From an optimization exercise on the open Yosys and OpenROAD flow, aimed at small area, a short achievable clock period and few clock cycles; shortcuts taken in it are not production practice.
Function was checked by simulation only, so behaviour that the tests miss may differ from the original.

==> design/flow/design.v <==
`timescale 1ns / 1ps
module leading_zero_count
#
(
parameter WIDTH = 64
)
(
input [WIDTH-1:0] a,
output reg [$clog2(WIDTH):0] c
);
integer i;
always @(a)
  begin
    c = WIDTH;
    for (i = 0; i < WIDTH; i = i + 1)
      if (a[i]) c = WIDTH - 1 - i;
  end
endmodule
`timescale 1ns / 1ps
module half_add(
input rstn,
input clk,
input in_valid,
input [15:0] a,
input [15:0] b,
output reg out_valid,
output wire [15:0] c
);
localparam SUM_SHIFT = 24 - 12;
reg [15:0] c_int;
wire [23:0] sum;
wire a_zero;
wire b_zero;
wire expa_gt_expb;
wire expb_gt_expa;
wire mana_gt_manb;
wire manb_gt_mana;
wire a_gt_b;
wire [3:0] ashift;
wire [3:0] bshift;
wire minus;
wire extra_leading_zero_bit_for_exact_power_of_two;
wire [4:0] leading_zeros;
assign c = c_int;
assign a_zero = (a[14:10] == 5'b0) ? 1 : 0; 
assign b_zero = (b[14:10] == 5'b0) ? 1 : 0;     
assign expa_gt_expb = (a[14:10] > b[14:10]) ? 1 : 0;
assign expb_gt_expa = (b[14:10] > a[14:10]) ? 1 : 0;
assign mana_gt_manb = (a[9:0] > b[9:0]) ? 1 : 0;
assign manb_gt_mana = (b[9:0] > a[9:0]) ? 1 : 0;
assign a_gt_b = (expa_gt_expb | (!expb_gt_expa & mana_gt_manb));
assign ashift = expb_gt_expa ? 
                    (b[14:10] - a[14:10] < 11) ? b[14:10] - a[14:10] : 11
                    : 0;
assign bshift = expa_gt_expb ? 
                    (a[14:10] - b[14:10] < 11) ? a[14:10] - b[14:10] : 11                     
                    : 0;                    
assign minus = ((a[15] != b[15]) & (!a_zero & !b_zero));  
always @(posedge clk)
  out_valid <= in_valid;                    
always @(posedge clk)
  if (!rstn)
    c_int[15] <= 0;
  else
    c_int[15] <= (a[15] == b[15]) ? a[15] :
             expa_gt_expb ? a[15] :
             expb_gt_expa ? b[15] :
             mana_gt_manb ? a[15] : 
             manb_gt_mana ? b[15] : 0;
always @(posedge clk)
  if (!rstn)
    c_int[14:10] <= 0;
  else             
    c_int[14:10] <= (leading_zeros < 20) ?
                    expb_gt_expa ?
                    b[14:10] + (5'b1 - leading_zeros):
                    a[14:10] + (5'b1 - leading_zeros):
                    0;
always @(posedge clk)
  if (!rstn)
    c_int[9:0] <= 0;
  else
    c_int[9:0] <= (leading_zeros < 24) ?
                       (leading_zeros < 13) ?
                            sum >> (13 - leading_zeros):
                            sum << (leading_zeros - 13): 
                       0;
assign sum = (minus) ?
                (a_gt_b) ?
                    ({1'b1,a[9:0]} << (SUM_SHIFT - ashift)) - ({1'b1,b[9:0]} << (SUM_SHIFT - bshift)) :
                    ({1'b1,b[9:0]} << (SUM_SHIFT - bshift)) - ({1'b1,a[9:0]} << (SUM_SHIFT - ashift)) :
                (a_zero) ?
                    (b_zero) ?
                         0 :
                    ({1'b1,b[9:0]} << (SUM_SHIFT - bshift)) :
                (b_zero) ?
                    ({1'b1,a[9:0]} << (SUM_SHIFT - ashift)) :
                    ({1'b1,a[9:0]} << (SUM_SHIFT - ashift)) + ({1'b1,b[9:0]} << (SUM_SHIFT - bshift));            
leading_zero_count #(.WIDTH(24))
leading_zero_count1
(
.a(sum),
.c({extra_leading_zero_bit_for_exact_power_of_two,leading_zeros})
);
endmodule
`timescale 1ns / 1ps
module half_multiply(
input rstn,
input clk,
input in_valid,
input [15:0] a,
input [15:0] b,
output reg out_valid,
output reg [15:0] c
);
reg [21:0] temp;
reg sign;
reg [5:0] exp;
reg in_valid_d;
wire [5:0] exp_minus_E;
wire [5:0] exp_minus_F;
always @(posedge clk)
  in_valid_d <= in_valid;
always @(posedge clk)
  out_valid <= in_valid_d;
always @(posedge clk)
  if ((a == 0) | (b==0))
    temp <= 0;
  else
    temp <= {10'b1,a[9:0]} * {10'b1,b[9:0]};
always @(posedge clk)
  sign <= a[15] ^ b[15];
always @(posedge clk)
  if (!rstn)
    c[15] <= 0;
  else
    c[15] <= sign;
always @(posedge clk)
  exp <= {1'b0,a[14:10]} + {1'b0,b[14:10]};
assign exp_minus_E = exp - 6'h0E;
assign exp_minus_F = exp - 6'h0F;
always @(posedge clk)
  if (!rstn)
    c[14:10] <= 0;
  else
    if (temp[21])
      c[14:10] <= (exp < 5'he) ? 5'h0 : (exp > (6'b011111 + 6'h0E)) ? 5'b11111 : exp_minus_E[4:0]; 
    else
      if (temp == 0)
        c[14:10] <= 0;
      else
        c[14:10] <= (exp < 5'hf) ? 5'h0 : (exp > (6'b011111 + 6'h0F)) ? 5'b11111 : exp_minus_F[4:0];    
always @(posedge clk)
  if (!rstn)
    c[9:0] <= 0;
  else
    if (temp[21])
      c[9:0] <= (exp < 5'hE) ? 10'h0 : (exp > (6'b011111 + 6'h0E)) ? 10'h3FF : temp  >> 11;
    else
      c[9:0] <= (exp < 5'hF) ? 10'h0 : (exp > (6'b011111 + 6'h0F)) ? 10'h3FF : temp  >> 10;
endmodule
`timescale 1ns / 1ps
module half_multiply_accumulate(
input rstn,
input clk,
input clear,
input in_valid,
input [15:0] a,
input [15:0] b,
output reg [15:0] c
);
wire [15:0] product;
wire [15:0] sum;
wire out_valid_mult;
wire out_valid_sum;
wire [15:0] a_in;
assign a_in = (out_valid_sum) ? sum : c;
always @(posedge clk)
  if (!rstn | clear)
    c <= 0;
  else
    if (out_valid_sum)
      c <= sum;
    else
      c <= c;
half_multiply half_multiply1(
.rstn(rstn),
.clk(clk),
.in_valid(in_valid),
.a(a),
.b(b),
.out_valid(out_valid_mult),
.c(product)
);      
half_add half_add1(
.rstn(rstn),
.clk(clk),
.in_valid(out_valid_mult),
.a(a_in),
.b(product),
.out_valid(out_valid_sum),
.c(sum)
);
endmodule
`timescale 1ns / 1ps
module half_dot_v_v
#(
parameter WIDTH = 10
)
(
input rstn,
input clk,
input start,
input [WIDTH*16-1:0] vector_a,
input [WIDTH*16-1:0] vector_b,
output done,
output [15:0] c
);
reg [$clog2(WIDTH):0] count;
reg [15:0] a;
reg [15:0] b;
reg clear;
reg in_valid;
reg [2:0] done_count;
assign done = (done_count == 4);
always @(posedge clk)
  if (start)
    clear <= 1;
  else
    clear <= 0;
always @(posedge clk)
  if (count < WIDTH)
    in_valid <= 1;
  else
    in_valid <= 0;
always @(posedge clk)
  if (count < WIDTH)
    a <= vector_a[count*16 +: 16];
  else
    a <= 0;    
always @(posedge clk)
  if (count < WIDTH)
    b <= vector_b[count*16 +: 16];
  else
    b <= 0;      
always @(posedge clk)
  if (!rstn)
    count <= WIDTH + 1;
  else
    if (start)
      count <= 0;
    else
      begin
        count <= count;
        if (count < WIDTH)
          count <= count + 1;
      end
always @(posedge clk)
  if (!rstn)
    done_count <= 0;      
  else
    begin
      done_count <= done_count;
      if (start)
        done_count <= 0;
      else
        if (count == WIDTH)
          if (done_count < 4)
            done_count <= done_count +1;
    end
half_multiply_accumulate half_multiply_accumulate1(
.rstn(rstn),
.clk(clk),
.clear(clear),
.in_valid(in_valid),
.a(a),
.b(b),
.c(c)
);
endmodule
`timescale 1ns / 1ps
module half_transpose
#(
parameter WIDTH = 10,
parameter HEIGHT = 10
)
(
input [WIDTH*HEIGHT*16-1:0] m_in,
output [HEIGHT*WIDTH*16-1:0] m_out
);
generate
  genvar i, j;
  for (i = 0; i < WIDTH; i = i + 1)
    for (j = 0; j < HEIGHT; j = j + 1)
      assign m_out[(j*WIDTH+i)*16 +: 16] = m_in[(i*HEIGHT+j)*16 +: 16];
endgenerate
endmodule
`timescale 1ns / 1ps
module half_dot_v_m
#(
parameter WIDTH = 10,
parameter HEIGHT = 10
)
(
input rstn,
input clk,
input start,
input [WIDTH*16-1:0] vector,
input [WIDTH*HEIGHT*16-1:0] matrix,
output done,
output [HEIGHT*16-1:0] vector_out
);
wire [HEIGHT*WIDTH*16-1:0] matrixT;
wire [HEIGHT-1:0] done_array;
assign done = done_array[0];
generate
  genvar g;
  for (g = 0; g < HEIGHT; g = g + 1)
    half_dot_v_v #(.WIDTH(WIDTH))
    half_dot_v_v_array
    (
        .rstn(rstn),
        .clk(clk),
        .start(start),
        .vector_a(vector),
        .vector_b(matrixT[g*WIDTH*16 +: WIDTH*16]),
        .done(done_array[g]),
        .c(vector_out[g*16 +: 16])
    );
endgenerate
half_transpose #(.WIDTH(WIDTH), .HEIGHT(HEIGHT))
half_transpose1
(
.m_in(matrix),
.m_out(matrixT)
);
endmodule
==> design/flow/run.sh <==
#!/bin/bash
# synth_recipe.tcl (not shown) runs the flow's synth.tcl, then flattens the netlist and writes it again
# the make line also repeats each setting of config.mk as NAME=value (left out here)
make -C /OpenROAD-flow-scripts/flow DESIGN_CONFIG=/design/flow/config.mk WORK_HOME=/design/flow/orfs CLKGATE_MAP_FILE= SYNTH_SCRIPT=/design/flow/synth_recipe.tcl finish
==> design/flow/config.mk <==
export PLATFORM = sky130hd
export DESIGN_NAME = half_dot_v_m
export DESIGN_NICKNAME = half_dot_v_m
export VERILOG_FILES = /design/flow/design.v
export SDC_FILE = /design/flow/constraint.sdc
export NUM_CORES = 8
export LEC_CHECK = 0
export CAP_MARGIN = 20
export CORE_MARGIN = 2
export CORE_UTILIZATION = 40
export SLEW_MARGIN = 20
==> design/flow/constraint.sdc <==
create_clock -name core_clock -period 11.0 [get_ports {clk}]
set_input_delay 2.2000 -clock core_clock [delete_from_list [all_inputs] [get_ports {clk}]]
set_output_delay 2.2000 -clock core_clock [all_outputs]
set_load 0.01 [all_outputs]
==> reports/summary.txt <==
status = finished clean
Max Cap Violations = 0
gpl congestion = 1.106
Worst Max-Slew Pin Slew = 1.257 ns
drc violations = 0
Die Ht = 684.4 um
routed vias/inst = 6.180
post-synthesis sequential area ratio = 12.80%
fin crit share = 96.15%
worst min path class = register to register
total negative slack = 0 ns
EDFF count, synth = 0
IO Count = 1924
clk sink count = 1184
Synth async-reset ratio = 0%
crit end category = register
share of the synthesized area in the top cell type = 12.80%
Netlist cell types = 114
global-route wire length before repair = 1374000 um
Seq cells post-synth = 1184
PortBufs = 1923
Tot GR Track Use = 40.52%
CTS tree = yes
Reg clk slew, reported paths = 0.06 ns
post-synth net total = 27313
Reg2Reg Setup Slack = 0.42 ns
Synth Flop Type = dfxtp_1
Final min period = 10.58 ns
Fin Clk Skew = 0.06274 ns
Max Freq = 0.09455 GHz
Layout area overhead = 18.68%
Avg Inst Size Synth = 8.060 sq um
initial antenna violation count = 453
synthesized area = 185200 sq um
fin nets = 28822
Die W = 684.4 um
WP data arrival = 11.37 ns
initial core utilization = 40.21%
drt total wl = 992700 um
Setup Crit Path Kind = register to register
die area = 468400 sq um
total gr overflow = 0
share of cells above drive strength 1 = 9.658%
top cells by area, synth = dfxtp_1 (13%), ha_1 (12%), fa_1 (9.4%), mux4_2 (9.1%), mux2i_1 (6.8%)
via count = 191999
Num CTS Buffers = 156
Rows = 249
final setup fails = 0
CTS Buffer Depth = 4
DPL Wire Length = 826800 um
DR iter-0 viols = 22461
slowest stage delay, CP = 0.68 ns
Fillers = 45843
largest net degree at the start of global routing = 72
root buf cell = clkbuf_16
Yosys top cell by area = dfxtp_1
synth warn = 5
most frequent CP cell = inv_1
max_slew headroom = 15.91%
CP max FO = 6
H-tree depth = 4
R2R depth = 42
Fin. Hold Viols = 0
hold path cells = 0
CTS Hold Bufs = 0
Crit-path slowest cell = o21ai_0
WL/cell = 31.95 um
Critical Path Source Type = register
Mapped Cells = 22973
post-route ant nets = 0
drt first pass iters = 9
Final Max Tran Viols = 0
vias in the first global route = 179139
Critical Path RT = 11.79 ns
Clk Latency, worst-skew pair = 0.91 ns
core footprint = 460500 sq um
==> routing by layer <==
metal,share of wire [%],GRT usage [%],routed length [um],up-vias
li1,-,-,-,85135
met1,39,50.10,385100,93849
met2,42,59.49,415100,10651
met3,12,15.60,123100,2188
met4,6.9,24.06,68260,176
met5,0.11,0.5612,1136,-
==> per-stage QoR <==
step | util [%] | cells | instance area [sq um] | setup slack [ns] | hold WS, ns
floorplan | - | 22973 | 185200 | 0.006412 | 0.3096
global placement | 46.31 | 30462 | 213300 | 0.2859 | 0.3112
detailed placement | 46.32 | 30464 | 213300 | 0.07259 | 0.3121
CTS | 47.48 | 30741 | 218600 | 0.05867 | 0.2960
global route | 47.65 | 30931 | 219400 | -0.02226 | 0.3194
finish | 47.72 | 31067 | 219800 | 0.4230 | 0.2958
==> critical path: cells and delay by family (launching register included) <==
| family | cells | cell delay [ns] |
|---|---|---|
| multiplexers | 1 | 0.14 |
| XOR/XNOR | 3 | 0.57 |
| adder cells (fa/ha/maj) | 6 | 1.76 |
| flip-flops | 1 | 0.57 |
| AO/OA/AOI/OAI | 14 | 4.13 |
| buffers and inverters | 10 | 1.41 |
| AND/OR/NAND/NOR | 8 | 1.90 |
==> cell type report <==
type                       instances  area, sq um  area share [%]
antenna                          317        793.3          0.3610
clock buffer                     204         4335           1.973
clock inverter                    73         1006          0.4578
inverter                        2499         9392           4.274
multi-input combinational      17907       147300           67.05
sequential                      1184        23810           10.84
tap                             6149         7694           3.501
timing repair buffer            2734        25380           11.55
==> how the worst max path moves through the flow <==
stage             start        to  slack [ns]  cells past startpoint
3_5_place_dp   register  register        0.07                     38
6_report       register  register        0.42                     42
4_1_cts        register  register        0.06                     38
2_1_floorplan  register  register       0.006                     45
5_1_grt        register  register       -0.02                     42
3_3_place_gp   register  register        0.29                     37
==> cells in the final DEF, fill, tap and decap left out, types with 208 or more instances in the layout <==
master              n
inv_1            2457
clkdlybuf4s50_1  1921
ha_1             1704
nor2_1           1662
a21oi_1          1613
nand2_1          1467
o21ai_0          1319
mux2i_1          1247
dfxtp_1          1140
and2_1           1131
fa_1              867
buf_4             803
mux4_2            748
nor3_1            495
xnor2_1           472
o22ai_1           449
a21o_1            377
nand3_1           326
diode_2           317
o21bai_1          243
a211oi_1          218
o211ai_1          208
==> repair_timing <==
action                                  4_1_cts  5_1_grt
gates resized for setup                       0       72
endpoints found under the setup margin        0      100
buffers inserted                              0        8
==> logic make-up (layout without fill, tap and decap cells) <==
group / count (synthesis) / count (layout) / synth area share [%]
XOR/XNOR: 678 / 678 / 3.215
buffers and inverters: 3882 / 5510 / 7.912
adder cells (fa/ha/maj): 2577 / 2577 / 20.93
multiplexers: 2187 / 2187 / 17.00
AND/OR/NAND/NOR: 6334 / 6334 / 16.80
other: 0 / 317 / 0
flip-flops: 1184 / 1184 / 12.80
AO/OA/AOI/OAI: 6131 / 6131 / 21.34
==> Yosys cell counts, types with 748 or more instances <==
| master | count |
|---|---|
| clkbuf_1 | 1136 |
| ha_1 | 1710 |
| nor2_1 | 1678 |
| inv_1 | 2461 |
| o21ai_0 | 1340 |
| fa_1 | 867 |
| mux2i_1 | 1257 |
| and2_1 | 1132 |
| nand2_1 | 1474 |
| mux4_2 | 748 |
| dfxtp_1 | 1184 |
| a21oi_1 | 1621 |
Testbench counts, summed over its fixed seeds: cycles 27,000.

-- re-timing with driven ports --
The results above use ideal ports. As a check the final layout listed here was re-extracted and re-timed, cells and wires unchanged.
Step 1 assumes that a clkbuf_16 drives the clock port and a buf_2 every other input.
Step 2 also shifts input and output timing later by t, the mid clock arrival at the registers, as if the neighbouring blocks saw the same clock.
a / b / c = ideal / step 1 / step 2; a / b = the first two.
t, ns: 1.040
setup WS [ns]: 0.423 / 0.423 / 0.423
latest minus earliest clock arrival (ns): 0.084 / 0.085
slew at the worst register clock pin (ns): 0.08 / 0.08
After both steps this run still meets setup and hold. For this run, drivers alone change the setup slack by 0.000 ns; drivers and shift together by 0.000 ns.
